What follows belongs to an exercise in optimizing a design on an open flow for small area; a production flow would make more cautious choices.
Where RTL was checked, it was by simulation tests only, not by an equivalence proof against the original.
Function not checked in run 3: the RTL went through the layout flow alone.

==> constraint.sdc <==
create_clock -name core_clock -period 10.0 [get_ports {clk}]
set_input_delay 2.0000 -clock core_clock [delete_from_list [all_inputs] [get_ports {clk}]]
set_output_delay 2.0000 -clock core_clock [all_outputs]
set_load 0.01 [all_outputs]
==> design.v <==
module inc_cond_mppt (
    input wire clk,
    input wire reset,
    input wire start,
    input wire [15:0] voltage_in,
    input wire [15:0] current_in,
    output wire [15:0] duty_cycle,
    output reg mpp_found,
    output wire [15:0] power_out
);
    reg [7:0] duty_hi;    
    reg       duty_mid;   
    reg       duty_lo;    
    assign duty_cycle = {2'b00, duty_hi, {5{duty_mid}}, duty_lo};
    reg calc, upd;
    reg [15:0] v_prev, i_prev;
    always @(posedge clk) begin
        v_prev <= voltage_in;
        i_prev <= current_in;
    end
    wire [15:0] i_same = ~(current_in ^ i_prev);
    wire [15:0] v_same = ~(voltage_in ^ v_prev);
    wire i_eq = &i_same;
    wire [16:0] ic, vc;
    assign ic[0] = 1'b1;
    assign vc[0] = 1'b1;
    genvar q;
    generate for (q = 0; q < 16; q = q + 1) begin : g_cmp
        if (q % 2 == 0) begin : g_even
            assign ic[q+1] = ~(i_same[q] ? ic[q] : current_in[q]);
            assign vc[q+1] = ~(v_same[q] ? vc[q] : voltage_in[q]);
        end else begin : g_odd
            assign ic[q+1] = ~(i_same[q] ? ic[q] : i_prev[q]);
            assign vc[q+1] = ~(v_same[q] ? vc[q] : v_prev[q]);
        end
    end endgenerate
    wire i_ge = ic[16];
    wire v_ge = vc[16];
    wire up = ~(i_ge ^ v_ge);
    wire step = calc & ~i_eq;
    wire [7:0] m = ~(duty_hi ^ {8{up}});
    wire [8:0] t;
    assign t[0] = 1'b1;
    genvar k;
    generate for (k = 0; k < 8; k = k + 1) begin : g_t
        assign t[k+1] = t[k] & m[k];
    end endgenerate
    wire sat = t[8];                        
    wire lo_zero = (duty_hi == 8'd1) & ~duty_lo;  
    wire set_l = sat | (~up & lo_zero);
    always @(posedge clk or posedge reset) begin
        if (reset) begin
            calc <= 1'b0;
            upd <= 1'b0;
            duty_hi <= 8'h80;
            duty_mid <= 1'b0;
            duty_lo <= 1'b0;
            mpp_found <= 1'b0;
        end else begin
            calc <= ~calc & ~upd & start;
            upd <= calc;
            if (calc)
                mpp_found <= i_eq;
            if (step & ~sat)
                duty_hi <= duty_hi ^ t[7:0];
            if (step & set_l) begin
                duty_mid <= up;
                duty_lo <= 1'b1;
            end
        end
    end
    mul24 u_mul (.a(voltage_in), .b(current_in), .p(power_out));
endmodule
module mfa(input a, input b, input c, output s, output co);
  assign {co, s} = a + b + c;
endmodule
module mha(input a, input b, output s, output co);
  assign {co, s} = a + b;
endmodule
module mul24(input [15:0] a, input [15:0] b, output [15:0] p);
  wire [16:0] bx = {b, 1'b0};
  wire [7:0] one, two, neg;
  genvar gk;
  generate for (gk = 0; gk < 8; gk = gk + 1) begin : g_enc
    assign one[gk] = bx[2*gk+1] ^ bx[2*gk];
    assign two[gk] = (bx[2*gk+2] & ~bx[2*gk+1] & ~bx[2*gk]) | (~bx[2*gk+2] & bx[2*gk+1] & bx[2*gk]);
    assign neg[gk] = bx[2*gk+2];
  end endgenerate
  wire [17:0] ax = {1'b0, a, 1'b0};   
  wire bp0_0 = ~(((one[0] & ax[1]) | (two[0] & ax[0])) ^ neg[0]);
  wire bp0_1 = ~(((one[0] & ax[2]) | (two[0] & ax[1])) ^ neg[0]);
  wire bp0_2 = ~(((one[0] & ax[3]) | (two[0] & ax[2])) ^ neg[0]);
  wire bp0_3 = ~(((one[0] & ax[4]) | (two[0] & ax[3])) ^ neg[0]);
  wire bp0_4 = ~(((one[0] & ax[5]) | (two[0] & ax[4])) ^ neg[0]);
  wire bp0_5 = ~(((one[0] & ax[6]) | (two[0] & ax[5])) ^ neg[0]);
  wire bp0_6 = ~(((one[0] & ax[7]) | (two[0] & ax[6])) ^ neg[0]);
  wire bp0_7 = ~(((one[0] & ax[8]) | (two[0] & ax[7])) ^ neg[0]);
  wire bp0_8 = ~(((one[0] & ax[9]) | (two[0] & ax[8])) ^ neg[0]);
  wire bp0_9 = ~(((one[0] & ax[10]) | (two[0] & ax[9])) ^ neg[0]);
  wire bp0_10 = ~(((one[0] & ax[11]) | (two[0] & ax[10])) ^ neg[0]);
  wire bp0_11 = ~(((one[0] & ax[12]) | (two[0] & ax[11])) ^ neg[0]);
  wire bp0_12 = ~(((one[0] & ax[13]) | (two[0] & ax[12])) ^ neg[0]);
  wire bp0_13 = ~(((one[0] & ax[14]) | (two[0] & ax[13])) ^ neg[0]);
  wire bp0_14 = ~(((one[0] & ax[15]) | (two[0] & ax[14])) ^ neg[0]);
  wire bp0_15 = ~(((one[0] & ax[16]) | (two[0] & ax[15])) ^ neg[0]);
  wire bp0_16 = ~(((one[0] & ax[17]) | (two[0] & ax[16])) ^ neg[0]);
  wire bp1_0 = ~(((one[1] & ax[1]) | (two[1] & ax[0])) ^ neg[1]);
  wire bp1_1 = ~(((one[1] & ax[2]) | (two[1] & ax[1])) ^ neg[1]);
  wire bp1_2 = ~(((one[1] & ax[3]) | (two[1] & ax[2])) ^ neg[1]);
  wire bp1_3 = ~(((one[1] & ax[4]) | (two[1] & ax[3])) ^ neg[1]);
  wire bp1_4 = ~(((one[1] & ax[5]) | (two[1] & ax[4])) ^ neg[1]);
  wire bp1_5 = ~(((one[1] & ax[6]) | (two[1] & ax[5])) ^ neg[1]);
  wire bp1_6 = ~(((one[1] & ax[7]) | (two[1] & ax[6])) ^ neg[1]);
  wire bp1_7 = ~(((one[1] & ax[8]) | (two[1] & ax[7])) ^ neg[1]);
  wire bp1_8 = ~(((one[1] & ax[9]) | (two[1] & ax[8])) ^ neg[1]);
  wire bp1_9 = ~(((one[1] & ax[10]) | (two[1] & ax[9])) ^ neg[1]);
  wire bp1_10 = ~(((one[1] & ax[11]) | (two[1] & ax[10])) ^ neg[1]);
  wire bp1_11 = ~(((one[1] & ax[12]) | (two[1] & ax[11])) ^ neg[1]);
  wire bp1_12 = ~(((one[1] & ax[13]) | (two[1] & ax[12])) ^ neg[1]);
  wire bp1_13 = ~(((one[1] & ax[14]) | (two[1] & ax[13])) ^ neg[1]);
  wire bp1_14 = ~(((one[1] & ax[15]) | (two[1] & ax[14])) ^ neg[1]);
  wire bp1_15 = ~(((one[1] & ax[16]) | (two[1] & ax[15])) ^ neg[1]);
  wire bp1_16 = ~(((one[1] & ax[17]) | (two[1] & ax[16])) ^ neg[1]);
  wire bp2_0 = ~(((one[2] & ax[1]) | (two[2] & ax[0])) ^ neg[2]);
  wire bp2_1 = ~(((one[2] & ax[2]) | (two[2] & ax[1])) ^ neg[2]);
  wire bp2_2 = ~(((one[2] & ax[3]) | (two[2] & ax[2])) ^ neg[2]);
  wire bp2_3 = ~(((one[2] & ax[4]) | (two[2] & ax[3])) ^ neg[2]);
  wire bp2_4 = ~(((one[2] & ax[5]) | (two[2] & ax[4])) ^ neg[2]);
  wire bp2_5 = ~(((one[2] & ax[6]) | (two[2] & ax[5])) ^ neg[2]);
  wire bp2_6 = ~(((one[2] & ax[7]) | (two[2] & ax[6])) ^ neg[2]);
  wire bp2_7 = ~(((one[2] & ax[8]) | (two[2] & ax[7])) ^ neg[2]);
  wire bp2_8 = ~(((one[2] & ax[9]) | (two[2] & ax[8])) ^ neg[2]);
  wire bp2_9 = ~(((one[2] & ax[10]) | (two[2] & ax[9])) ^ neg[2]);
  wire bp2_10 = ~(((one[2] & ax[11]) | (two[2] & ax[10])) ^ neg[2]);
  wire bp2_11 = ~(((one[2] & ax[12]) | (two[2] & ax[11])) ^ neg[2]);
  wire bp2_12 = ~(((one[2] & ax[13]) | (two[2] & ax[12])) ^ neg[2]);
  wire bp2_13 = ~(((one[2] & ax[14]) | (two[2] & ax[13])) ^ neg[2]);
  wire bp2_14 = ~(((one[2] & ax[15]) | (two[2] & ax[14])) ^ neg[2]);
  wire bp2_15 = ~(((one[2] & ax[16]) | (two[2] & ax[15])) ^ neg[2]);
  wire bp2_16 = ~(((one[2] & ax[17]) | (two[2] & ax[16])) ^ neg[2]);
  wire bp3_0 = ~(((one[3] & ax[1]) | (two[3] & ax[0])) ^ neg[3]);
  wire bp3_1 = ~(((one[3] & ax[2]) | (two[3] & ax[1])) ^ neg[3]);
  wire bp3_2 = ~(((one[3] & ax[3]) | (two[3] & ax[2])) ^ neg[3]);
  wire bp3_3 = ~(((one[3] & ax[4]) | (two[3] & ax[3])) ^ neg[3]);
  wire bp3_4 = ~(((one[3] & ax[5]) | (two[3] & ax[4])) ^ neg[3]);
  wire bp3_5 = ~(((one[3] & ax[6]) | (two[3] & ax[5])) ^ neg[3]);
  wire bp3_6 = ~(((one[3] & ax[7]) | (two[3] & ax[6])) ^ neg[3]);
  wire bp3_7 = ~(((one[3] & ax[8]) | (two[3] & ax[7])) ^ neg[3]);
  wire bp3_8 = ~(((one[3] & ax[9]) | (two[3] & ax[8])) ^ neg[3]);
  wire bp3_9 = ~(((one[3] & ax[10]) | (two[3] & ax[9])) ^ neg[3]);
  wire bp3_10 = ~(((one[3] & ax[11]) | (two[3] & ax[10])) ^ neg[3]);
  wire bp3_11 = ~(((one[3] & ax[12]) | (two[3] & ax[11])) ^ neg[3]);
  wire bp3_12 = ~(((one[3] & ax[13]) | (two[3] & ax[12])) ^ neg[3]);
  wire bp3_13 = ~(((one[3] & ax[14]) | (two[3] & ax[13])) ^ neg[3]);
  wire bp3_14 = ~(((one[3] & ax[15]) | (two[3] & ax[14])) ^ neg[3]);
  wire bp3_15 = ~(((one[3] & ax[16]) | (two[3] & ax[15])) ^ neg[3]);
  wire bp3_16 = ~(((one[3] & ax[17]) | (two[3] & ax[16])) ^ neg[3]);
  wire bp4_0 = ~(((one[4] & ax[1]) | (two[4] & ax[0])) ^ neg[4]);
  wire bp4_1 = ~(((one[4] & ax[2]) | (two[4] & ax[1])) ^ neg[4]);
  wire bp4_2 = ~(((one[4] & ax[3]) | (two[4] & ax[2])) ^ neg[4]);
  wire bp4_3 = ~(((one[4] & ax[4]) | (two[4] & ax[3])) ^ neg[4]);
  wire bp4_4 = ~(((one[4] & ax[5]) | (two[4] & ax[4])) ^ neg[4]);
  wire bp4_5 = ~(((one[4] & ax[6]) | (two[4] & ax[5])) ^ neg[4]);
  wire bp4_6 = ~(((one[4] & ax[7]) | (two[4] & ax[6])) ^ neg[4]);
  wire bp4_7 = ~(((one[4] & ax[8]) | (two[4] & ax[7])) ^ neg[4]);
  wire bp4_8 = ~(((one[4] & ax[9]) | (two[4] & ax[8])) ^ neg[4]);
  wire bp4_9 = ~(((one[4] & ax[10]) | (two[4] & ax[9])) ^ neg[4]);
  wire bp4_10 = ~(((one[4] & ax[11]) | (two[4] & ax[10])) ^ neg[4]);
  wire bp4_11 = ~(((one[4] & ax[12]) | (two[4] & ax[11])) ^ neg[4]);
  wire bp4_12 = ~(((one[4] & ax[13]) | (two[4] & ax[12])) ^ neg[4]);
  wire bp4_13 = ~(((one[4] & ax[14]) | (two[4] & ax[13])) ^ neg[4]);
  wire bp4_14 = ~(((one[4] & ax[15]) | (two[4] & ax[14])) ^ neg[4]);
  wire bp4_15 = ~(((one[4] & ax[16]) | (two[4] & ax[15])) ^ neg[4]);
  wire bp5_0 = ~(((one[5] & ax[1]) | (two[5] & ax[0])) ^ neg[5]);
  wire bp5_1 = ~(((one[5] & ax[2]) | (two[5] & ax[1])) ^ neg[5]);
  wire bp5_2 = ~(((one[5] & ax[3]) | (two[5] & ax[2])) ^ neg[5]);
  wire bp5_3 = ~(((one[5] & ax[4]) | (two[5] & ax[3])) ^ neg[5]);
  wire bp5_4 = ~(((one[5] & ax[5]) | (two[5] & ax[4])) ^ neg[5]);
  wire bp5_5 = ~(((one[5] & ax[6]) | (two[5] & ax[5])) ^ neg[5]);
  wire bp5_6 = ~(((one[5] & ax[7]) | (two[5] & ax[6])) ^ neg[5]);
  wire bp5_7 = ~(((one[5] & ax[8]) | (two[5] & ax[7])) ^ neg[5]);
  wire bp5_8 = ~(((one[5] & ax[9]) | (two[5] & ax[8])) ^ neg[5]);
  wire bp5_9 = ~(((one[5] & ax[10]) | (two[5] & ax[9])) ^ neg[5]);
  wire bp5_10 = ~(((one[5] & ax[11]) | (two[5] & ax[10])) ^ neg[5]);
  wire bp5_11 = ~(((one[5] & ax[12]) | (two[5] & ax[11])) ^ neg[5]);
  wire bp5_12 = ~(((one[5] & ax[13]) | (two[5] & ax[12])) ^ neg[5]);
  wire bp5_13 = ~(((one[5] & ax[14]) | (two[5] & ax[13])) ^ neg[5]);
  wire bp6_0 = ~(((one[6] & ax[1]) | (two[6] & ax[0])) ^ neg[6]);
  wire bp6_1 = ~(((one[6] & ax[2]) | (two[6] & ax[1])) ^ neg[6]);
  wire bp6_2 = ~(((one[6] & ax[3]) | (two[6] & ax[2])) ^ neg[6]);
  wire bp6_3 = ~(((one[6] & ax[4]) | (two[6] & ax[3])) ^ neg[6]);
  wire bp6_4 = ~(((one[6] & ax[5]) | (two[6] & ax[4])) ^ neg[6]);
  wire bp6_5 = ~(((one[6] & ax[6]) | (two[6] & ax[5])) ^ neg[6]);
  wire bp6_6 = ~(((one[6] & ax[7]) | (two[6] & ax[6])) ^ neg[6]);
  wire bp6_7 = ~(((one[6] & ax[8]) | (two[6] & ax[7])) ^ neg[6]);
  wire bp6_8 = ~(((one[6] & ax[9]) | (two[6] & ax[8])) ^ neg[6]);
  wire bp6_9 = ~(((one[6] & ax[10]) | (two[6] & ax[9])) ^ neg[6]);
  wire bp6_10 = ~(((one[6] & ax[11]) | (two[6] & ax[10])) ^ neg[6]);
  wire bp6_11 = ~(((one[6] & ax[12]) | (two[6] & ax[11])) ^ neg[6]);
  wire bp7_0 = ~(((one[7] & ax[1]) | (two[7] & ax[0])) ^ neg[7]);
  wire bp7_1 = ~(((one[7] & ax[2]) | (two[7] & ax[1])) ^ neg[7]);
  wire bp7_2 = ~(((one[7] & ax[3]) | (two[7] & ax[2])) ^ neg[7]);
  wire bp7_3 = ~(((one[7] & ax[4]) | (two[7] & ax[3])) ^ neg[7]);
  wire bp7_4 = ~(((one[7] & ax[5]) | (two[7] & ax[4])) ^ neg[7]);
  wire bp7_5 = ~(((one[7] & ax[6]) | (two[7] & ax[5])) ^ neg[7]);
  wire bp7_6 = ~(((one[7] & ax[7]) | (two[7] & ax[6])) ^ neg[7]);
  wire bp7_7 = ~(((one[7] & ax[8]) | (two[7] & ax[7])) ^ neg[7]);
  wire bp7_8 = ~(((one[7] & ax[9]) | (two[7] & ax[8])) ^ neg[7]);
  wire bp7_9 = ~(((one[7] & ax[10]) | (two[7] & ax[9])) ^ neg[7]);
  wire bq0 = ~(a[0] & b[15]);
  wire bq1 = ~(a[1] & b[15]);
  wire bq2 = ~(a[2] & b[15]);
  wire bq3 = ~(a[3] & b[15]);
  wire bq4 = ~(a[4] & b[15]);
  wire bq5 = ~(a[5] & b[15]);
  wire bq6 = ~(a[6] & b[15]);
  wire bq7 = ~(a[7] & b[15]);
  wire s1, c2;
  mfa f2 (.a(~neg[1]), .b(bp0_2), .c(bp1_0), .s(s1), .co(c2));
  wire s3, c4;
  mfa f4 (.a(bp0_3), .b(bp1_1), .c(c2), .s(s3), .co(c4));
  wire s5, c6;
  mfa f6 (.a(~neg[2]), .b(bp0_4), .c(bp1_2), .s(s5), .co(c6));
  wire s7, c8;
  mfa f8 (.a(bp2_0), .b(s5), .c(c4), .s(s7), .co(c8));
  wire s9, c10;
  mfa f10 (.a(bp0_5), .b(bp1_3), .c(bp2_1), .s(s9), .co(c10));
  wire s11, c12;
  mfa f12 (.a(c6), .b(s9), .c(c8), .s(s11), .co(c12));
  wire s13, c14;
  mfa f14 (.a(~neg[3]), .b(bp0_6), .c(bp1_4), .s(s13), .co(c14));
  wire s15, c16;
  mfa f16 (.a(bp2_2), .b(bp3_0), .c(c10), .s(s15), .co(c16));
  wire s17, c18;
  mfa f18 (.a(s13), .b(s15), .c(c12), .s(s17), .co(c18));
  wire s19, c20;
  mfa f20 (.a(bp0_7), .b(bp1_5), .c(bp2_3), .s(s19), .co(c20));
  wire s21, c22;
  mfa f22 (.a(bp3_1), .b(c14), .c(s19), .s(s21), .co(c22));
  wire s23, c24;
  mfa f24 (.a(c16), .b(s21), .c(c18), .s(s23), .co(c24));
  wire s25, c26;
  mfa f26 (.a(~neg[4]), .b(bp0_8), .c(bp1_6), .s(s25), .co(c26));
  wire s27, c28;
  mfa f28 (.a(bp2_4), .b(bp3_2), .c(bp4_0), .s(s27), .co(c28));
  wire s29, c30;
  mfa f30 (.a(c20), .b(s25), .c(s27), .s(s29), .co(c30));
  wire s31, c32;
  assign s31 = ~(c22 ^ s29);
  assign c32 = c22 | s29;
  wire s33, c34;
  mfa f34 (.a(bp0_9), .b(bp1_7), .c(bp2_5), .s(s33), .co(c34));
  wire s35, c36;
  mfa f36 (.a(bp3_3), .b(bp4_1), .c(c26), .s(s35), .co(c36));
  wire s37, c38;
  mfa f38 (.a(c28), .b(s33), .c(c30), .s(s37), .co(c38));
  wire s39, c40;
  mfa f40 (.a(s35), .b(c32), .c(s37), .s(s39), .co(c40));
  wire s41, c42;
  mfa f42 (.a(~neg[5]), .b(bp0_10), .c(bp1_8), .s(s41), .co(c42));
  wire s43, c44;
  mfa f44 (.a(bp2_6), .b(bp3_4), .c(bp4_2), .s(s43), .co(c44));
  wire s45, c46;
  mfa f46 (.a(bp5_0), .b(c34), .c(s41), .s(s45), .co(c46));
  wire s47, c48;
  mfa f48 (.a(s43), .b(c36), .c(s45), .s(s47), .co(c48));
  wire s49, c50;
  mfa f50 (.a(c38), .b(s47), .c(c40), .s(s49), .co(c50));
  wire s51, c52;
  mfa f52 (.a(bp0_11), .b(bp1_9), .c(bp2_7), .s(s51), .co(c52));
  wire s53, c54;
  mfa f54 (.a(bp3_5), .b(bp4_3), .c(bp5_1), .s(s53), .co(c54));
  wire s55, c56;
  mfa f56 (.a(c42), .b(c44), .c(s51), .s(s55), .co(c56));
  wire s57, c58;
  mfa f58 (.a(s53), .b(c46), .c(s55), .s(s57), .co(c58));
  wire s59, c60;
  assign s59 = ~(c48 ^ s57);
  assign c60 = c48 | s57;
  wire s61, c62;
  mfa f62 (.a(~neg[6]), .b(bp0_12), .c(bp1_10), .s(s61), .co(c62));
  wire s63, c64;
  mfa f64 (.a(bp2_8), .b(bp3_6), .c(bp4_4), .s(s63), .co(c64));
  wire s65, c66;
  mfa f66 (.a(bp5_2), .b(bp6_0), .c(c52), .s(s65), .co(c66));
  wire s67, c68;
  mfa f68 (.a(c54), .b(s61), .c(s63), .s(s67), .co(c68));
  wire s69, c70;
  mfa f70 (.a(c56), .b(s65), .c(s67), .s(s69), .co(c70));
  wire s71, c72;
  mfa f72 (.a(c58), .b(s69), .c(c60), .s(s71), .co(c72));
  wire s73, c74;
  mfa f74 (.a(bp0_13), .b(bp1_11), .c(bp2_9), .s(s73), .co(c74));
  wire s75, c76;
  mfa f76 (.a(bp3_7), .b(bp4_5), .c(bp5_3), .s(s75), .co(c76));
  wire s77, c78;
  mfa f78 (.a(bp6_1), .b(c62), .c(c64), .s(s77), .co(c78));
  wire s79, c80;
  mfa f80 (.a(s73), .b(s75), .c(c66), .s(s79), .co(c80));
  wire s81, c82;
  mfa f82 (.a(c68), .b(s77), .c(s79), .s(s81), .co(c82));
  wire s83, c84;
  mfa f84 (.a(c70), .b(s81), .c(c72), .s(s83), .co(c84));
  wire s85, c86;
  mfa f86 (.a(~neg[7]), .b(bp0_14), .c(bp1_12), .s(s85), .co(c86));
  wire s87, c88;
  mfa f88 (.a(bp2_10), .b(bp3_8), .c(bp4_6), .s(s87), .co(c88));
  wire s89, c90;
  mfa f90 (.a(bp5_4), .b(bp6_2), .c(bp7_0), .s(s89), .co(c90));
  wire s91, c92;
  mfa f92 (.a(c74), .b(c76), .c(s85), .s(s91), .co(c92));
  wire s93, c94;
  mfa f94 (.a(s87), .b(s89), .c(c78), .s(s93), .co(c94));
  wire s95, c96;
  mfa f96 (.a(s91), .b(c80), .c(s93), .s(s95), .co(c96));
  wire s97, c98;
  assign s97 = ~(c82 ^ s95);
  assign c98 = c82 | s95;
  wire s99, c100;
  mfa f100 (.a(bp0_15), .b(bp1_13), .c(bp2_11), .s(s99), .co(c100));
  wire s101, c102;
  mfa f102 (.a(bp3_9), .b(bp4_7), .c(bp5_5), .s(s101), .co(c102));
  wire s103, c104;
  mfa f104 (.a(bp6_3), .b(bp7_1), .c(c86), .s(s103), .co(c104));
  wire s105, c106;
  mfa f106 (.a(c88), .b(c90), .c(s101), .s(s105), .co(c106));
  wire s107, c108;
  mfa f108 (.a(s99), .b(c92), .c(s103), .s(s107), .co(c108));
  wire s109, c110;
  mfa f110 (.a(s105), .b(c94), .c(s107), .s(s109), .co(c110));
  wire s111, c112;
  mfa f112 (.a(c96), .b(s109), .c(c98), .s(s111), .co(c112));
  wire s113, c114;
  mfa f114 (.a(bq0), .b(bp0_16), .c(bp1_14), .s(s113), .co(c114));
  wire s115, c116;
  mfa f116 (.a(bp2_12), .b(bp3_10), .c(bp4_8), .s(s115), .co(c116));
  wire s117, c118;
  mfa f118 (.a(bp5_6), .b(bp6_4), .c(bp7_2), .s(s117), .co(c118));
  wire s119, c120;
  mfa f120 (.a(c100), .b(c102), .c(s113), .s(s119), .co(c120));
  wire s121, c122;
  mfa f122 (.a(s115), .b(s117), .c(c104), .s(s121), .co(c122));
  wire s123, c124;
  mfa f124 (.a(c106), .b(s119), .c(c108), .s(s123), .co(c124));
  wire s125, c126;
  mfa f126 (.a(s121), .b(c110), .c(s123), .s(s125), .co(c126));
  wire s127, c128;
  mha h128 (.a(neg[0]), .b(bq1), .s(s127), .co(c128));
  wire s129, c130;
  mfa f130 (.a(bp1_15), .b(bp2_13), .c(bp3_11), .s(s129), .co(c130));
  wire s131, c132;
  mfa f132 (.a(bp4_9), .b(bp5_7), .c(bp6_5), .s(s131), .co(c132));
  wire s133, c134;
  mfa f134 (.a(bp7_3), .b(s127), .c(c114), .s(s133), .co(c134));
  wire s135, c136;
  mfa f136 (.a(c116), .b(c118), .c(s129), .s(s135), .co(c136));
  wire s137, c138;
  mfa f138 (.a(s131), .b(c120), .c(s133), .s(s137), .co(c138));
  wire s139, c140;
  mfa f140 (.a(s135), .b(c122), .c(s137), .s(s139), .co(c140));
  wire s141, c142;
  assign s141 = ~(c124 ^ s139);
  assign c142 = c124 | s139;
  wire s143, c144;
  mha h144 (.a(bq2), .b(bp1_16), .s(s143), .co(c144));
  wire s145, c146;
  mfa f146 (.a(bp2_14), .b(bp3_12), .c(bp4_10), .s(s145), .co(c146));
  wire s147, c148;
  mfa f148 (.a(bp5_8), .b(bp6_6), .c(bp7_4), .s(s147), .co(c148));
  wire s149, c150;
  mfa f150 (.a(c128), .b(c130), .c(c132), .s(s149), .co(c150));
  wire s151, c152;
  mfa f152 (.a(s143), .b(s145), .c(s147), .s(s151), .co(c152));
  wire s153, c154;
  mfa f154 (.a(c134), .b(c136), .c(s149), .s(s153), .co(c154));
  wire s155, c156;
  mfa f156 (.a(s151), .b(c138), .c(s153), .s(s155), .co(c156));
  wire s157, c158;
  mfa f158 (.a(c140), .b(s155), .c(c142), .s(s157), .co(c158));
  wire s159, c160;
  mfa f160 (.a(neg[1]), .b(bq3), .c(bp2_15), .s(s159), .co(c160));
  wire s161, c162;
  mfa f162 (.a(bp3_13), .b(bp4_11), .c(bp5_9), .s(s161), .co(c162));
  wire s163, c164;
  mfa f164 (.a(bp6_7), .b(bp7_5), .c(c144), .s(s163), .co(c164));
  wire s165, c166;
  mfa f166 (.a(c146), .b(c148), .c(s159), .s(s165), .co(c166));
  wire s167, c168;
  mfa f168 (.a(s161), .b(c150), .c(c152), .s(s167), .co(c168));
  wire s169, c170;
  mfa f170 (.a(s163), .b(s165), .c(c154), .s(s169), .co(c170));
  wire s171, c172;
  mfa f172 (.a(s167), .b(c156), .c(s169), .s(s171), .co(c172));
  wire s173, c174;
  mha h174 (.a(bq4), .b(bp2_16), .s(s173), .co(c174));
  wire s175, c176;
  mfa f176 (.a(bp3_14), .b(bp4_12), .c(bp5_10), .s(s175), .co(c176));
  wire s177, c178;
  mfa f178 (.a(bp6_8), .b(bp7_6), .c(c160), .s(s177), .co(c178));
  wire s179, c180;
  mfa f180 (.a(c162), .b(s173), .c(s175), .s(s179), .co(c180));
  wire s181, c182;
  mfa f182 (.a(c164), .b(c166), .c(s177), .s(s181), .co(c182));
  wire s183, c184;
  mfa f184 (.a(s179), .b(c168), .c(s181), .s(s183), .co(c184));
  wire s185, c186;
  assign s185 = ~(c170 ^ s183);
  assign c186 = c170 | s183;
  wire s187, c188;
  mfa f188 (.a(neg[2]), .b(bq5), .c(bp3_15), .s(s187), .co(c188));
  wire s189, c190;
  mfa f190 (.a(bp4_13), .b(bp5_11), .c(bp6_9), .s(s189), .co(c190));
  wire s191, c192;
  mfa f192 (.a(bp7_7), .b(c174), .c(c176), .s(s191), .co(c192));
  wire s193, c194;
  mfa f194 (.a(s187), .b(s189), .c(c178), .s(s193), .co(c194));
  wire s195, c196;
  mfa f196 (.a(c180), .b(s191), .c(c182), .s(s195), .co(c196));
  wire s197, c198;
  mfa f198 (.a(s193), .b(c184), .c(s195), .s(s197), .co(c198));
  wire s199, c200;
  mha h200 (.a(bq6), .b(bp3_16), .s(s199), .co(c200));
  wire s201, c202;
  mfa f202 (.a(bp4_14), .b(bp5_12), .c(bp6_10), .s(s201), .co(c202));
  wire s203, c204;
  mfa f204 (.a(bp7_8), .b(c188), .c(c190), .s(s203), .co(c204));
  wire s205, c206;
  mfa f206 (.a(s199), .b(s201), .c(c192), .s(s205), .co(c206));
  wire s207, c208;
  mfa f208 (.a(s203), .b(c194), .c(s205), .s(s207), .co(c208));
  wire s209, c210;
  assign s209 = ~(c196 ^ s207);
  assign c210 = c196 | s207;
  wire x211 = ~(neg[3] ^ bp4_15 ^ bp5_13 ^ bp6_11 ^ bp7_9 ^ bq7 ^ c200 ^ c202 ^ c204 ^ c206 ^ c208 ^ c210);
  wire [23:0] rx = {x211, s209, c186, s185, s171, s157, s141, s125, s111, s97, s83, s71, s59, s49, s39, s31, s23, s17, s11, s7, s3, s1, bp0_1, ~neg[0]};
  wire [23:0] ry = {1'b1, c198, s197, c172, c158, 1'b1, c126, c112, 1'b1, c84, 1'b1, 1'b1, c50, 1'b1, 1'b1, c24, 1'b1, 1'b1, 1'b1, 1'b1, 1'b1, 1'b1, 1'b1, bp0_0};
  wire [23:0] g0 = rx & ry;
  wire [23:0] p0 = rx ^ ry;
  wire pg212 = g0[0] | (p0[0] & 1'b1);
  wire pg214 = g0[2] | (p0[2] & g0[1]);
  wire pp215 = p0[2] & p0[1];
  wire pg216 = g0[4] | (p0[4] & g0[3]);
  wire pp217 = p0[4] & p0[3];
  wire pg218 = g0[6] | (p0[6] & g0[5]);
  wire pp219 = p0[6] & p0[5];
  wire pg220 = g0[8] | (p0[8] & g0[7]);
  wire pp221 = p0[8] & p0[7];
  wire pg222 = g0[10] | (p0[10] & g0[9]);
  wire pp223 = p0[10] & p0[9];
  wire pg224 = g0[12] | (p0[12] & g0[11]);
  wire pp225 = p0[12] & p0[11];
  wire pg226 = g0[14] | (p0[14] & g0[13]);
  wire pp227 = p0[14] & p0[13];
  wire pg228 = g0[16] | (p0[16] & g0[15]);
  wire pp229 = p0[16] & p0[15];
  wire pg230 = g0[18] | (p0[18] & g0[17]);
  wire pp231 = p0[18] & p0[17];
  wire pg232 = g0[20] | (p0[20] & g0[19]);
  wire pp233 = p0[20] & p0[19];
  wire pg234 = g0[22] | (p0[22] & g0[21]);
  wire pp235 = p0[22] & p0[21];
  wire pg236 = pg214 | (pp215 & pg212);
  wire pg238 = pg218 | (pp219 & pg216);
  wire pp239 = pp219 & pp217;
  wire pg240 = pg222 | (pp223 & pg220);
  wire pp241 = pp223 & pp221;
  wire pg242 = pg226 | (pp227 & pg224);
  wire pp243 = pp227 & pp225;
  wire pg244 = pg230 | (pp231 & pg228);
  wire pp245 = pp231 & pp229;
  wire pg246 = pg234 | (pp235 & pg232);
  wire pp247 = pp235 & pp233;
  wire pg248 = pg238 | (pp239 & pg236);
  wire pg250 = pg242 | (pp243 & pg240);
  wire pp251 = pp243 & pp241;
  wire pg252 = pg246 | (pp247 & pg244);
  wire pp253 = pp247 & pp245;
  wire pg254 = pg250 | (pp251 & pg248);
  wire pg256 = pg252 | (pp253 & pg254);
  wire pg258 = pg240 | (pp241 & pg248);
  wire pg260 = pg244 | (pp245 & pg254);
  wire pg262 = pg216 | (pp217 & pg236);
  wire pg264 = pg220 | (pp221 & pg248);
  wire pg266 = pg224 | (pp225 & pg258);
  wire pg268 = pg228 | (pp229 & pg254);
  wire pg270 = pg232 | (pp233 & pg260);
  wire pg272 = g0[1] | (p0[1] & pg212);
  wire pg274 = g0[3] | (p0[3] & pg236);
  wire pg276 = g0[5] | (p0[5] & pg262);
  wire pg278 = g0[7] | (p0[7] & pg248);
  wire pg280 = g0[9] | (p0[9] & pg264);
  wire pg282 = g0[11] | (p0[11] & pg258);
  wire pg284 = g0[13] | (p0[13] & pg266);
  wire pg286 = g0[15] | (p0[15] & pg254);
  wire pg288 = g0[17] | (p0[17] & pg268);
  wire pg290 = g0[19] | (p0[19] & pg260);
  wire pg292 = g0[21] | (p0[21] & pg270);
  wire pg294 = g0[23] | (p0[23] & pg256);
  wire [15:0] hc = {pg256, pg292, pg270, pg290, pg260, pg288, pg268, pg286, pg254, pg284, pg266, pg282, pg258, pg280, pg264, pg278};
  assign p = ~(p0[23:8] ^ hc);
endmodule
==> flow/settings.sh <==
MAKE_ARGS=(CAP_MARGIN=20 CORE_MARGIN=2 CORE_UTILIZATION=40 SLEW_MARGIN=20
DONT_BUFFER_PORTS=1 PRE_GLOBAL_PLACE_TCL=$F/place_pre.tcl
"MIN_BUF_CELL_AND_PORTS=sky130_fd_sc_hd__buf_1 A X"
"GPL_TIMING_DRIVEN=0"
"CTS_ARGS=-sink_clustering_enable -repair_clock_nets -sink_clustering_size 50 -sink_clustering_max_diameter 500 -buf_list sky130_fd_sc_hd__clkbuf_16 -root_buf sky130_fd_sc_hd__clkbuf_16"
"SYNTH_INSBUF=0"
)
==> flow/run.sh <==
#!/bin/bash
# Layout flow: the standard ORFS flow, except that
#  - the adder cells mfa/mha of the RTL are mapped straight onto the
#    sky130 full/half adder cells (map.py), and Yosys's own full-adder
#    extraction is off (the design's adders are already explicit),
#  - ABC uses an area-oriented mapping script (abc.script),
#  - port buffers use the smallest buffer cell.
# Each tool's output goes to a log in this folder (make.log, orfs/logs/).
set -euo pipefail
W=$(pwd)
F=$W/flow
python3 $F/map.py $W/design.v $W/design_mapped.v
sed "s#^\(\s*\)log_cmd abc {\*}\$abc_args#\1log_cmd abc {*}[lreplace \$abc_args 1 1 $F/abc.script]#" \
  $FLOW_HOME/scripts/synth.tcl > $W/flow_synth.tcl
grep -q "lreplace" $W/flow_synth.tcl
sed "s#source \$::env(SCRIPTS_DIR)/synth.tcl#source $W/flow_synth.tcl#" $W/synth_recipe.tcl > $W/flow_synth_recipe.tcl
grep -q "flow_synth.tcl" $W/flow_synth_recipe.tcl
sed "s#^export VERILOG_FILES = .*#export VERILOG_FILES = $W/design_mapped.v#" $W/config.mk > $W/flow_config.mk
source $F/settings.sh
make -C $FLOW_HOME DESIGN_CONFIG=$W/flow_config.mk WORK_HOME=$W/orfs CLKGATE_MAP_FILE= \
  SYNTH_SCRIPT=$W/flow_synth_recipe.tcl ADDER_MAP_FILE= \
  "${MAKE_ARGS[@]}" finish > $W/make.log 2>&1
: # left out here: write the final layout as DEF
==> flow/abc.script <==
strash
dch -f
map -a
topo
stime -c
==> config.mk <==
export PLATFORM = sky130hd
export DESIGN_NAME = inc_cond_mppt
export DESIGN_NICKNAME = inc_cond_mppt
export VERILOG_FILES = /design/flow/design.v
export SDC_FILE = /design/flow/constraint.sdc
export NUM_CORES = 4
export LEC_CHECK = 0
export CAP_MARGIN = 20
export CORE_MARGIN = 2
export CORE_UTILIZATION = 40
export SLEW_MARGIN = 20
==> flow/map.py <==
#!/usr/bin/env python3
# Replace the bodies of the adder modules mfa/mha with sky130 cells.
import re, sys
src = open(sys.argv[1]).read()
cells = {
    'mfa': "  sky130_fd_sc_hd__fa_1 u (.A(a), .B(b), .CIN(c), .SUM(s), .COUT(co));\n",
    'mha': "  sky130_fd_sc_hd__ha_1 u (.A(a), .B(b), .SUM(s), .COUT(co));\n",
}
def rep(m):
    name, ports = m.group(1), m.group(2)
    if name in cells:
        return f"module {name}({ports});\n{cells[name]}endmodule"
    return m.group(0)
out = re.sub(r"module\s+(\w+)\s*\(([^;]*?)\);(.*?)endmodule", rep, src, flags=re.S)
open(sys.argv[2], 'w').write(out)
==> standard.sh <==
#!/bin/bash
# synth_recipe.tcl (not shown) runs the flow's synth.tcl, then flattens the netlist and writes it again
# the make line also repeats each setting of config.mk as NAME=value (left out here)
make -C /OpenROAD-flow-scripts/flow DESIGN_CONFIG=/design/flow/config.mk WORK_HOME=/design/flow/orfs CLKGATE_MAP_FILE= SYNTH_SCRIPT=/design/flow/synth_recipe.tcl "${@:-finish}"
==> flow/place_pre.tcl <==
# Buffer every input and output port (as the standard flow does), with a
# buffer cell sized for each side: inputs drive many loads, outputs one pin.
buffer_ports -inputs -buffer_cell sky130_fd_sc_hd__buf_1
buffer_ports -outputs -buffer_cell sky130_fd_sc_hd__buf_1
==> results of run 1 <==
[kinds of logic (layout without fill, tap and decap cells)]
| group | Yosys count | in the layout | synth area share [%] |
|---|---|---|---|
| simple gates | 168 | 168 | 10.9 |
| compound gates | 162 | 162 | 15.9 |
| xor+xnor | 148 | 148 | 20.6 |
| fa+ha+maj | 113 | 113 | 33.2 |
| buf+inv | 68 | 150 | 4.05 |
| flops | 45 | 45 | 15.3 |
| other cells | 1 | 2 | 0.0595 |
[layout make-up]
cell class / instances / area share (%)
Clock buffer: 6 / 2.09
Clock inverter: 2 / 0.122
Inverter: 68 / 4.24
Multi-Input combinational cell: 593 / 71.8
Sequential cell: 45 / 13.5
Tap cell: 211 / 3.68
Timing Repair Buffer: 74 / 4.57
[repair_timing]
action,in CTS,in global routing
pin swaps,0,1
setup buffers,0,9
gates resized for setup,14,26
hold buffers,0,0
setup endpoints to repair,5,8
[sequential cells by signal (all words and copies together), names as in the netlist]
signal     count
i_prev        16
mpp_found      1
upd            1
calc           1
v_prev        16
duty_lo        1
duty_mid       1
duty_hi        8
[routing by layer]
metal,track usage (%),up-vias
li1,-,2576
met5,0,-
met3,2.52,28
met1,28.3,2575
met4,4.43,0
met2,34.6,185
[worst register-to-register path, delay by kind of cell (launching register included)]
| kind | cells | cell delay (ns) |
|---|---|---|
| adder cells (fa/ha/maj) | 14 | 4.82 |
| AND/OR/NAND/NOR | 9 | 1.27 |
| AO/OA/AOI/OAI | 3 | 0.40 |
| buffers and inverters | 3 | 0.38 |
| flip-flops | 1 | 0.30 |
| XOR/XNOR | 1 | 0.15 |
[through the flow]
stage | utilization, % | cell area (um^2) | hold WS, ns
after floorplan | - | 6310 | 0.382
after global placement | 44.5 | 6820 | 0.384
after detailed placement | 44.6 | 6830 | 0.395
after CTS | 45.8 | 7010 | 0.403
after global routing | 46.9 | 7180 | 0.409
final | 46.9 | 7180 | 0.405
[cell usage in the layout, fill, tap and decap left out, types with 2 or more instances in the layout]
master	count
xor2_1	136
o22ai_1	114
fa_1	95
nand2_1	80
buf_1	62
nor2_1	58
clkinv_1	51
dfxtp_1	32
o21ai_0	14
maj3_1	14
a21oi_1	12
xnor2_1	12
dfrtp_1	12
clkinvlp_4	10
buf_4	8
clkinv_2	6
or2_2	6
clkbuf_16	6
a22oi_1	4
nor4_1	4
and2_2	4
nand2_2	4
ha_1	4
nor3_1	3
o21bai_1	3
nand3_1	3
o21a_2	3
clkbuf_2	3
inv_4	2
o211ai_1	2
a2111oi_0	2
nand4_1	2
nand2_4	2
a21oi_4	2
a21oi_2	2
conb_1	2
[final timing paths]
path / start / to / depth (start not counted)
max: current_in[7] / power_out[15] / 24
min: upd / calc / 1
max reg2reg: v_prev[1] / duty_hi[5] / 30
min reg2reg: upd / calc / 1
max in group asynchronous: reset / duty_hi[7] / 2
min in group asynchronous: reset / mpp_found / 2
==> run_results.csv, run 1 <==
group,metric,value,unit
sta,tightest_slew,0.734,ns
logic_synthesis,syn_inst,705,
sta,hold_viol_final,0,
critical_path,endpoint_kind,"output port",
placed_design,post-place-ws,-0.456,ns
final_layout,n_antenna_cell,0,
routing,dr_wl_met2,8060,um
global_routing,grt_usage,20.4,%
critical_path,critPathMaxStageDelay,0.51,ns
critical_path,slowest_stage,"fa_1",
logic_synthesis,synthTopCellsByCount,"xor2_1, o22ai_1, fa_1, nand2_1, clkinv_1",
critical_path,crit_fanout,16,
global_routing,grt_pass1_wl,27000,um
logic_synthesis,synthesis.area,6310,um^2
logic_synthesis,synth_area_leader_cell,"fa_1",
sta,tns,0,ns
final_layout,multi_input_area,5150,um^2
sta,fin_crit_sh,96.5,%
run_status,status,"finished clean",
clocking,tritoncts,"built",
routing,routed-wl-met3,1060,um
final_layout,drive_gt1_share,7.99,%
critical_path,crit_required,8.00,ns
routing,wl_per_cell,16.6,um
clocking,worst_skew_pair.late_latency,0.28,ns
clocking,htree_levels,2,
final_layout,seq_area,967,um^2
critical_path,path_cells,"buf_1 -> nor2_1 -> clkinv_1 -> nand2_2 -> o22ai_1 -> xor2_1 -> fa_1 -> fa_1 -> fa_1 -> fa_1 -> or2_2 -> fa_1 -> and2_2 -> nor2_1 -> clkinv_1 -> nor3_1 -> a2111oi_2 -> nor2_1 -> clkinv_1 -> o211ai_1 -> nand3_1 -> nand2_1 -> xor2_1 -> buf_1",
critical_path,rrSetupSlack,2.57,ns
logic_synthesis,async_reset_ff_share,28.9,%
run,drv_cap,0,
clocking,cts_buffers,5,
logic_synthesis,synthTopCellsByArea,"fa_1, xor2_1, o22ai_1, dfxtp_1, nand2_1",
floorplan,num_rows,45,
clocking,clk_pin_slew,0.06,ns
sta,relSlewSlack,51.1,%
sta,report.final.slew_viol_count,0,
global_routing,overflow,0,
routing,post-route-drc-count,0,
worst_hold_path,hold_class,"flop to flop",
logic_synthesis,yosysMostFrequentCell,"xor2_1",
logic_synthesis,yosysUniqueCellTypes,30,
clocking,clockRootBuffer,"clkbuf_16",
sta,setup_ws,0.347,ns
final_layout,nets,921,
final_layout,nFillCells,1580,
critical_path,cp_common_cell,"fa_1",
logic_synthesis,synth-seq-cells,45,
placed_design,placed_cells,982,
critical_path,path_class,"input port to output port",
sta,layout_min_cycle_time,9.65,ns
logic_synthesis,yosysTopAreaCellShare,30.2,%
logic_synthesis,ys_warn_count,1,
global_routing,grt_pass1_vias,5326,
sta,fmax,104,MHz
clocking,cts.path.max_buffers,2,
logic_synthesis,ys_seq_area_share,15.3,%
sta,fin_skew,0.00704,ns
logic_synthesis,synth_ff_type,"dfxtp_1",
routing,wirelength,16600,um
placed_design,gp_congestion,0.834,
global_routing,grt_max_degree,22,
floorplan,die_w,130,um
global_routing,antenna_found_initial,0,
critical_path,cp_num_buf_inv,5,
sta,setup_viol_count_final,0,
floorplan,die_h,130,um
critical_path,startpoint_type,"input port",
routing,drt-pass1-iter-count,5,
routing,ant_nets,0,
routing,met1_length,7230,um
final_layout,final_cells,999,
routing,vias_per_cell,5.37,
routing,top_layer,"met4",
clocking,cts.sinks,45,
floorplan,die_area,16800,um^2
critical_path,crit_family,"adder cells",
floorplan,core,15300,um^2
routing,drtIter0Drc,433,
placed_design,port_buffers,65,
logic_synthesis,synth-edff-count,0,
logic_synthesis,syn_avg_cell_area,8.94,um^2
floorplan,initial_core_util,41.2,%
critical_path,cp.arrival,7.65,ns
floorplan,pin_count,68,
placed_design,hpwl,12400,um
routing,num_vias,5364,
final_layout,area_growth,13.8,%
==> inputs of run 2 (changes only) <==
==> flow/place_pre.tcl (replaced) <==
# Buffer every input and output port (as the standard flow does). Outputs
# drive one pin and a fixed load, so they get the smallest buffer; inputs
# get the smallest buffer too, except the multiplicand bits, which fan out
# to a whole column of Booth selectors and get a stronger one.
buffer_ports -inputs -buffer_cell sky130_fd_sc_hd__buf_1
buffer_ports -outputs -buffer_cell sky130_fd_sc_hd__buf_1
foreach inst [get_cells input*] {
  set net [get_full_name [get_nets -of_objects [get_pins [get_full_name $inst]/A]]]
  if { [string match "voltage_in*" $net] } {
    replace_cell $inst sky130_fd_sc_hd__buf_2
  }
}
==> flow/settings.sh (replaced) <==
MAKE_ARGS=(CAP_MARGIN=20 CORE_MARGIN=2 CORE_UTILIZATION=40 SLEW_MARGIN=20
DONT_BUFFER_PORTS=1 PRE_GLOBAL_PLACE_TCL=$F/place_pre.tcl
"MIN_BUF_CELL_AND_PORTS=sky130_fd_sc_hd__buf_1 A X"
"GPL_TIMING_DRIVEN=0"
"CTS_BUF_LIST=sky130_fd_sc_hd__clkbuf_8"
"CTS_CLUSTER_SIZE=50"
"CTS_CLUSTER_DIAMETER=200"
"SYNTH_INSBUF=0"
)
==> run_results.csv, run 2 <==
group,metric,value,unit
run_status,status,"finished clean",
floorplan,core,15300,um^2
floorplan,die_h,130,um
sta,report.final.slew_viol_count,0,
critical_path,regToRegStartpoint,"v_prev[1]",
logic_synthesis,synth-edff-count,0,
sta,hold_viol_final,0,
sta,fin_crit_sh,96.7,%
logic_synthesis,synth-seq-cells,45,
routing,vias_per_cell,5.34,
global_routing,grt_max_degree,22,
logic_synthesis,ys_seq_area_share,15.3,%
logic_synthesis,syn_inst,705,
placed_design,gp_congestion,0.839,
worst_hold_path,hold_path_depth,1,
clocking,cts.path.max_buffers,2,
global_routing,globalRouteMet1Util,28.3,%
final_layout,multi_input_area,5180,um^2
worst_hold_path,hold_class,"flop to flop",
sta,layout_min_cycle_time,9.67,ns
final_layout,nFillCells,1571,
logic_synthesis,synthesis.area,6310,um^2
placed_design,hpwl,12400,um
critical_path,cp_common_cell,"fa_1",
final_layout,final_cell_mix,"xor2_1, o22ai_1, fa_1",
logic_synthesis,async_reset_ff_share,28.9,%
sta,tightest_slew,0.716,ns
logic_synthesis,synth_area_leader_cell,"fa_1",
global_routing,antenna_found_initial,0,
logic_synthesis,yosysMostFrequentCell,"xor2_1",
critical_path,path_class,"input port to output port",
logic_synthesis,syn_avg_cell_area,8.94,um^2
final_layout,drive_gt1_share,10.1,%
global_routing,overflow,0,
critical_path,cp.arrival,7.67,ns
global_routing,grt_usage,20.4,%
logic_synthesis,synthTopCellsByCount,"xor2_1, o22ai_1, fa_1, nand2_1, clkinv_1",
placed_design,placed_cells,982,
final_layout,final_cells,1000,
placed_design,place_area,6850,um^2
final_layout,final_common_cell,"xor2_1",
global_routing,use_met3,2.64,%
critical_path,ff2ff_path_depth,30,
final_layout,area_growth,13.8,%
final_layout,seq_area,967,um^2
sta,fin_skew,0.00852,ns
clocking,clk_pin_slew,0.09,ns
clocking,worst_skew_pair.late_latency,0.30,ns
clocking,htree_levels,2,
critical_path,crit_required,8.00,ns
critical_path,rrSetupSlack,2.54,ns
final_layout,reg.largest.list,"i_prev (16), v_prev (16), duty_hi (8)",
routing,num_vias,5340,
floorplan,num_rows,45,
routing,post-route-drc-count,0,
worst_hold_path,holdPathEnd,"calc",
critical_path,worstReg2RegEnd,"duty_hi[4]",
critical_path,endpoint_kind,"output port",
global_routing,grt_pass1_wl,27000,um
clocking,tritoncts,"built",
routing,wl_per_cell,16.7,um
routing,wirelength,16700,um
routing,ant_nets,0,
final_layout,final_cell_area,7180,um^2
placed_design,port_buffers,65,
clocking,cts_buffers,5,
critical_path,slowest_stage,"fa_1",
logic_synthesis,yosysUniqueCellTypes,30,
floorplan,initial_core_util,41.2,%
logic_synthesis,yosysTopAreaCellShare,30.2,%
sta,relSlewSlack,52.3,%
floorplan,die_area,16800,um^2
critical_path,path_cells,"clkbuf_2 -> nor2_1 -> clkinv_1 -> nand2_2 -> o22ai_1 -> xor2_1 -> fa_1 -> fa_1 -> fa_1 -> fa_1 -> or2_2 -> fa_1 -> and2_2 -> nor2_1 -> clkinv_1 -> nor3_1 -> a2111oi_4 -> nor2_1 -> clkinv_1 -> o211ai_1 -> nand3_1 -> nand2_1 -> xor2_1 -> buf_1",
routing,drt-pass1-iter-count,4,
routing,drtIter0Drc,367,
floorplan,pin_count,68,
final_layout,n_antenna_cell,0,
global_routing,grt-busiest-layer,"met2",
final_layout,nets,922,
sta,setup_viol_count_final,0,
global_routing,met2_usage,34.2,%
critical_path,startpoint_type,"input port",
sta,fmax,103,MHz
run,drv_cap,0,
global_routing,grt_pass1_vias,5325,
logic_synthesis,ys_warn_count,1,
logic_synthesis,synthTopCellsByArea,"fa_1, xor2_1, o22ai_1, dfxtp_1, nand2_1",
logic_synthesis,synth_ff_type,"dfxtp_1",
floorplan,die_w,130,um
critical_path,critPathMaxStageDelay,0.51,ns
clocking,clockRootBuffer,"clkbuf_8",
critical_path,crit_fanout,16,
worst_hold_path,min_from,"upd",
clocking,cts.sinks,45,
[run 2: how the worst max path moves through the flow]
stage | start | to | slack [ns] | cells after the start
2_1_floorplan | current_in[0] | power_out[14] | 0.82 | 23
3_3_place_gp | current_in[7] | power_out[14] | -0.51 | 22
3_5_place_dp | current_in[3] | power_out[14] | -0.49 | 23
4_1_cts | current_in[3] | power_out[14] | 0.02 | 23
5_1_grt | current_in[3] | power_out[15] | -0.09 | 24
6_report | current_in[3] | power_out[15] | 0.33 | 24
[run 2: kinds of logic (layout without fill, tap and decap cells)]
group	after synthesis	after routing	share of synthesized area, %
adder cells (fa/ha/maj)	113	113	33.2
XOR/XNOR	148	148	20.6
flip-flops	45	45	15.3
AND/OR/NAND/NOR	168	168	10.9
other	1	2	0.0595
buffers and inverters	68	151	4.05
AO/OA/AOI/OAI	162	162	15.9
[run 2: cell type report]
cell class | count | share of cell area [%]
clock buffer | 5 | 0.959
clock inverter | 3 | 0.541
inverter | 68 | 4.18
multi-input combinational | 593 | 72.2
sequential | 45 | 13.5
tap | 211 | 3.68
timing repair buffer | 75 | 4.97
[run 2: what timing repair did]
action | 4_1_cts | 5_1_grt
pin swaps | 0 | 2
resized for setup | 13 | 31
hold buffers | 0 | 0
setup buffers | 0 | 10
setup endpoints to repair | 5 | 7
[run 2: per-stage QoR]
step / utilization (%) / hold slack [ns] / setup WS [ns] / setup TNS [ns]
2_1_floorplan: - / 0.382 / 0.817 / 0
3_3_place_gp: 44.6 / 0.384 / -0.514 / -1.58
3_5_place_dp: 44.7 / 0.392 / -0.485 / -1.43
4_1_cts: 45.5 / 0.400 / 0.0227 / 0
5_1_grt: 46.9 / 0.421 / -0.0869 / -0.0917
6_report: 46.9 / 0.400 / 0.327 / 0
[run 2: layer usage]
metal	up-vias	wire [um]	share of wire (%)
met4	0	167	1.0
met3	12	956	5.7
li1	2570	-	-
met5	-	0	0
met1	2601	7390	44
met2	157	8150	49
[run 2: critical path, delay by kind of cell]
family                     cells  cell delay, ns
adders and majority gates      5            2.17
and+or+nand+nor                9            1.96
buffers and inverters          5            0.66
AOI/OAI and AO/OA              3            0.56
xor gates and xnor gates       2            0.33
==> inputs of run 3 (changes only) <==
--- a/design.v
+++ b/design.v
@@ -248,4 +248,3 @@
   wire s31, c32;
-  assign s31 = ~(c22 ^ s29);
-  assign c32 = c22 | s29;
+  mfa f32 (.a(c22), .b(s29), .c(c24), .s(s31), .co(c32));
   wire s33, c34;
@@ -257,3 +256,3 @@
   wire s39, c40;
-  mfa f40 (.a(s35), .b(c32), .c(s37), .s(s39), .co(c40));
+  mfa f40 (.a(s35), .b(s37), .c(c32), .s(s39), .co(c40));
   wire s41, c42;
@@ -267,3 +266,4 @@
   wire s49, c50;
-  mfa f50 (.a(c38), .b(s47), .c(c40), .s(s49), .co(c50));
+  assign s49 = ~(c38 ^ s47);
+  assign c50 = c38 | s47;
   wire s51, c52;
@@ -277,4 +277,3 @@
   wire s59, c60;
-  assign s59 = ~(c48 ^ s57);
-  assign c60 = c48 | s57;
+  mfa f60 (.a(c48), .b(s57), .c(c50), .s(s59), .co(c60));
   wire s61, c62;
@@ -316,4 +315,3 @@
   wire s97, c98;
-  assign s97 = ~(c82 ^ s95);
-  assign c98 = c82 | s95;
+  mfa f98 (.a(c82), .b(s95), .c(c84), .s(s97), .co(c98));
   wire s99, c100;
@@ -331,3 +329,4 @@
   wire s111, c112;
-  mfa f112 (.a(c96), .b(s109), .c(c98), .s(s111), .co(c112));
+  assign s111 = ~(c96 ^ s109);
+  assign c112 = c96 | s109;
   wire s113, c114;
@@ -361,4 +360,3 @@
   wire s141, c142;
-  assign s141 = ~(c124 ^ s139);
-  assign c142 = c124 | s139;
+  mfa f142 (.a(c124), .b(s139), .c(c126), .s(s141), .co(c142));
   wire s143, c144;
@@ -406,4 +404,3 @@
   wire s185, c186;
-  assign s185 = ~(c170 ^ s183);
-  assign c186 = c170 | s183;
+  mfa f186 (.a(c170), .b(s183), .c(c172), .s(s185), .co(c186));
   wire s187, c188;
@@ -431,7 +428,6 @@
   wire s209, c210;
-  assign s209 = ~(c196 ^ s207);
-  assign c210 = c196 | s207;
+  mfa f210 (.a(c196), .b(s207), .c(c198), .s(s209), .co(c210));
   wire x211 = ~(neg[3] ^ bp4_15 ^ bp5_13 ^ bp6_11 ^ bp7_9 ^ bq7 ^ c200 ^ c202 ^ c204 ^ c206 ^ c208 ^ c210);
-  wire [23:0] rx = {x211, s209, c186, s185, s171, s157, s141, s125, s111, s97, s83, s71, s59, s49, s39, s31, s23, s17, s11, s7, s3, s1, bp0_1, ~neg[0]};
-  wire [23:0] ry = {1'b1, c198, s197, c172, c158, 1'b1, c126, c112, 1'b1, c84, 1'b1, 1'b1, c50, 1'b1, 1'b1, c24, 1'b1, 1'b1, 1'b1, 1'b1, 1'b1, 1'b1, 1'b1, bp0_0};
+  wire [23:0] rx = {x211, s209, s197, s185, s171, s157, s141, c112, s111, s97, s83, s71, s59, s49, s39, s31, s23, s17, s11, s7, s3, s1, bp0_1, ~neg[0]};
+  wire [23:0] ry = {1'b1, 1'b1, c186, 1'b1, c158, 1'b1, 1'b1, s125, c98, 1'b1, 1'b1, 1'b1, 1'b1, c40, 1'b1, 1'b1, 1'b1, 1'b1, 1'b1, 1'b1, 1'b1, 1'b1, 1'b1, bp0_0};
   wire [23:0] g0 = rx & ry;
==> flow/place_pre.tcl (replaced) <==
# Buffer every input and output port (as the standard flow does), with a
# buffer cell sized for each side: inputs drive many loads, outputs one pin.
buffer_ports -inputs -buffer_cell sky130_fd_sc_hd__buf_1
buffer_ports -outputs -buffer_cell sky130_fd_sc_hd__buf_1
--- a/flow/settings.sh
+++ b/flow/settings.sh
@@ -5,4 +5,2 @@
 "CTS_BUF_LIST=sky130_fd_sc_hd__clkbuf_8"
-"CTS_CLUSTER_SIZE=50"
-"CTS_CLUSTER_DIAMETER=200"
 "SYNTH_INSBUF=0"
==> run_results.csv, run 3 <==
group,metric,value,unit
logic_synthesis,ys_warn_count,1,
clocking,htree_levels,2,
clocking,cts.sinks,45,
final_layout,area_growth,22.7,%
critical_path,crit_required,8.00,ns
sta,report.final.slew_viol_count,0,
routing,post-route-drc-count,0,
sta,fin_skew,0.00675,ns
global_routing,grt_max_degree,21,
sta,hold_ws,0.403,ns
placed_design,port_buffers,65,
clocking,tritoncts,"built",
placed_design,placed_cells,933,
floorplan,initial_core_util,41.0,%
sta,relSlewSlack,31.0,%
critical_path,path_class,"input port to output port",
placed_design,gp_congestion,0.889,
routing,vias_per_cell,5.71,
routing,drt-pass1-iter-count,5,
final_layout,drive_gt1_share,18.8,%
final_layout,nFillCells,1433,
critical_path,endpoint_kind,"output port",
logic_synthesis,synthesis.area,6240,um^2
final_layout,final_cell_mix,"xor2_1, o22ai_1, fa_1",
logic_synthesis,async_reset_ff_share,28.9,%
sta,tightest_slew,1.03,ns
sta,rsz0062_at_grt,"yes",
clocking,cts.path.max_buffers,2,
floorplan,pin_count,68,
logic_synthesis,yosysTopAreaCellShare,31.8,%
floorplan,die_w,129,um
placed_design,post-place-ws,-1.40,ns
global_routing,antenna_found_initial,0,
sta,setup_ws,0.256,ns
global_routing,grt_pass1_vias,5976,
sta,fmax,103,MHz
routing,wirelength,18200,um
critical_path,crit_fanout,15,
sta,hold_viol_final,0,
routing,num_vias,5655,
clocking,worst_skew_pair.late_latency,0.29,ns
floorplan,die_h,129,um
floorplan,die_area,16600,um^2
logic_synthesis,syn_avg_cell_area,9.20,um^2
final_layout,multi_input_area,5310,um^2
logic_synthesis,synth_area_leader_cell,"fa_1",
logic_synthesis,synth-seq-cells,45,
clocking,cts_buffers,5,
floorplan,num_rows,45,
critical_path,cp.arrival,7.74,ns
logic_synthesis,ys_seq_area_share,15.5,%
final_layout,nets,939,
logic_synthesis,synthTopCellsByCount,"xor2_1, o22ai_1, fa_1, clkinv_1, nor2_1",
global_routing,grt_usage,22.4,%
final_layout,reg.largest.list,"i_prev (16), v_prev (16), duty_hi (8)",
sta,layout_min_cycle_time,9.74,ns
logic_synthesis,synth-edff-count,0,
floorplan,core,15200,um^2
global_routing,overflow,0,
run,drv_cap,0,
placed_design,hpwl,12800,um
critical_path,startpoint_type,"input port",
worst_hold_path,hold_class,"flop to flop",
clocking,clk_pin_slew,0.07,ns
logic_synthesis,yosysUniqueCellTypes,27,
logic_synthesis,synthTopCellsByArea,"fa_1, xor2_1, o22ai_1, dfxtp_1, dfrtp_1",
logic_synthesis,yosysMostFrequentCell,"xor2_1",
clocking,clockRootBuffer,"clkbuf_8",
final_layout,seq_area,967,um^2
run_status,status,"finished clean",
routing,drtIter0Drc,445,
logic_synthesis,syn_inst,678,
logic_synthesis,synth_ff_type,"dfxtp_1",
final_layout,final_common_cell,"xor2_1",
global_routing,grt_pass1_wl,29200,um
routing,wl_per_cell,18.4,um
sta,fin_crit_sh,97.4,%
final_layout,final_cells,991,
sta,setup_viol_count_final,0,
routing,ant_nets,0,
critical_path,rrSetupSlack,2.66,ns
==> run 3: cell count changes in the layout (fill, tap and decap cells not counted), moves of 6 or more <==
cell | before | now
buf_4 | 9 | 47
nand2_1 | 79 | 49
fa_2 | 0 | 15
clkinv_4 | 0 | 11
fa_1 | 95 | 84
nor2_1 | 58 | 48
buf_2 | 16 | 7
clkinv_1 | 53 | 44
buf_1 | 45 | 52
buf_6 | 0 | 6
clkinvlp_4 | 9 | 3
o22ai_1 | 114 | 108
==> run 3: logic make-up after synthesis <==
| logic type | count (synthesis) | share of synthesized area (%) |
|---|---|---|
| XOR/XNOR | 148 | 20.8 |
| buffers and inverters | 69 | 4.15 |
| other | 1 | 0.0601 |
| adder cells (fa/ha/maj) | 117 | 34.8 |
| flip-flops | 45 | 15.5 |
| AO/OA/AOI/OAI | 161 | 15.6 |
| AND/OR/NAND/NOR | 137 | 9.11 |
==> run 3: stage by stage <==
stage,cell area [um^2],utilization [%],TNS (ns)
2_1_floorplan,6290,-,0
3_3_place_gp,6770,44.5,-8.29
3_5_place_dp,6790,44.7,-6.59
4_1_cts,7480,49.2,0
5_1_grt,7650,50.3,-0.131
6_report,7650,50.4,0
==> run 3: cell type report <==
class                   instances  area share (%)
diodes                          1          0.0327
repair buffers                115            9.09
clock inverters                 2          0.0981
flip-flops and latches         45            12.6
multi-input cells             565            69.4
well taps                     188            3.07
inverters                      69            4.64
clock buffers                   6            1.08
==> run 3: metal layers <==
metal | global-route usage [%] | routed length [um] | part of all wire, %
met5 | 0 | 0 | 0
met4 | 8.76 | 508 | 2.8
met3 | 4.16 | 1330 | 7.3
met2 | 38.2 | 9160 | 50
met1 | 28.2 | 7230 | 40
==> run 3: timing repair <==
| item | in CTS | in global routing |
|---|---|---|
| pin swaps | 23 | 20 |
| endpoints found under the setup margin | 8 | 5 |
| setup buffers | 40 | 10 |
| resized for setup | 93 | 28 |
| hold buffers | 0 | 0 |
==> run 3: final timing paths <==
kind	start	end	depth (start not counted)
setup / recovery	current_in[7]	power_out[14]	26
hold reg to reg	upd	calc	1
hold / removal	upd	calc	1
setup reg to reg	v_prev[1]	duty_hi[4]	32
min in group asynchronous	reset	duty_hi[5]	2
max in group asynchronous	reset	duty_hi[7]	2
==> run 3: worst max-delay path, stage by stage <==
cell,delay (ns)
buf_2,0.17
nand2_1,0.14
nor2_1,0.08
a21oi_4,0.44
o22ai_1,0.16
xor2_1,0.19
fa_1,0.41
fa_1,0.53
fa_1,0.44
fa_2,0.37
fa_2,0.35
fa_2,0.35
fa_1,0.47
nor2_2,0.16
clkinv_2,0.08
a21oi_4,0.14
clkinv_2,0.08
a21oi_4,0.17
inv_4,0.05
nor3_4,0.17
nor3_4,0.06
nor3_2,0.18
o21bai_1,0.10
buf_4,0.14
xor2_1,0.13
buf_2,0.13

[what the ideal ports hide]
Ports are ideal in the flow. The routed layouts listed here were re-timed in OpenROAD. Step 1: set_driving_cell puts a clkbuf_16 on clk and a buf_2 on each other input, an assumption about the parent block. Step 2 times the ports against the registers' clock, not the clock port: input delays grow and output delays shrink by t, the midpoint of the rising clock arrivals with the driver on. Three values: ideal ports, drivers, drivers and shift; two values: the first two.
run	t, ns	setup slack, ns	worst slew at a driven data input, ns
run 1	0.311	0.347 / 0.325 / 0.325	0.05
run 2	0.323	0.327 / 0.296 / 0.291	0.04
run 3	0.321	0.256 / 0.223 / 0.223	0.09
After both steps every run listed still meets setup and hold. The setup slack of run 2, which loses most, moves by -0.031 ns with the drivers and by -0.036 ns with both steps.
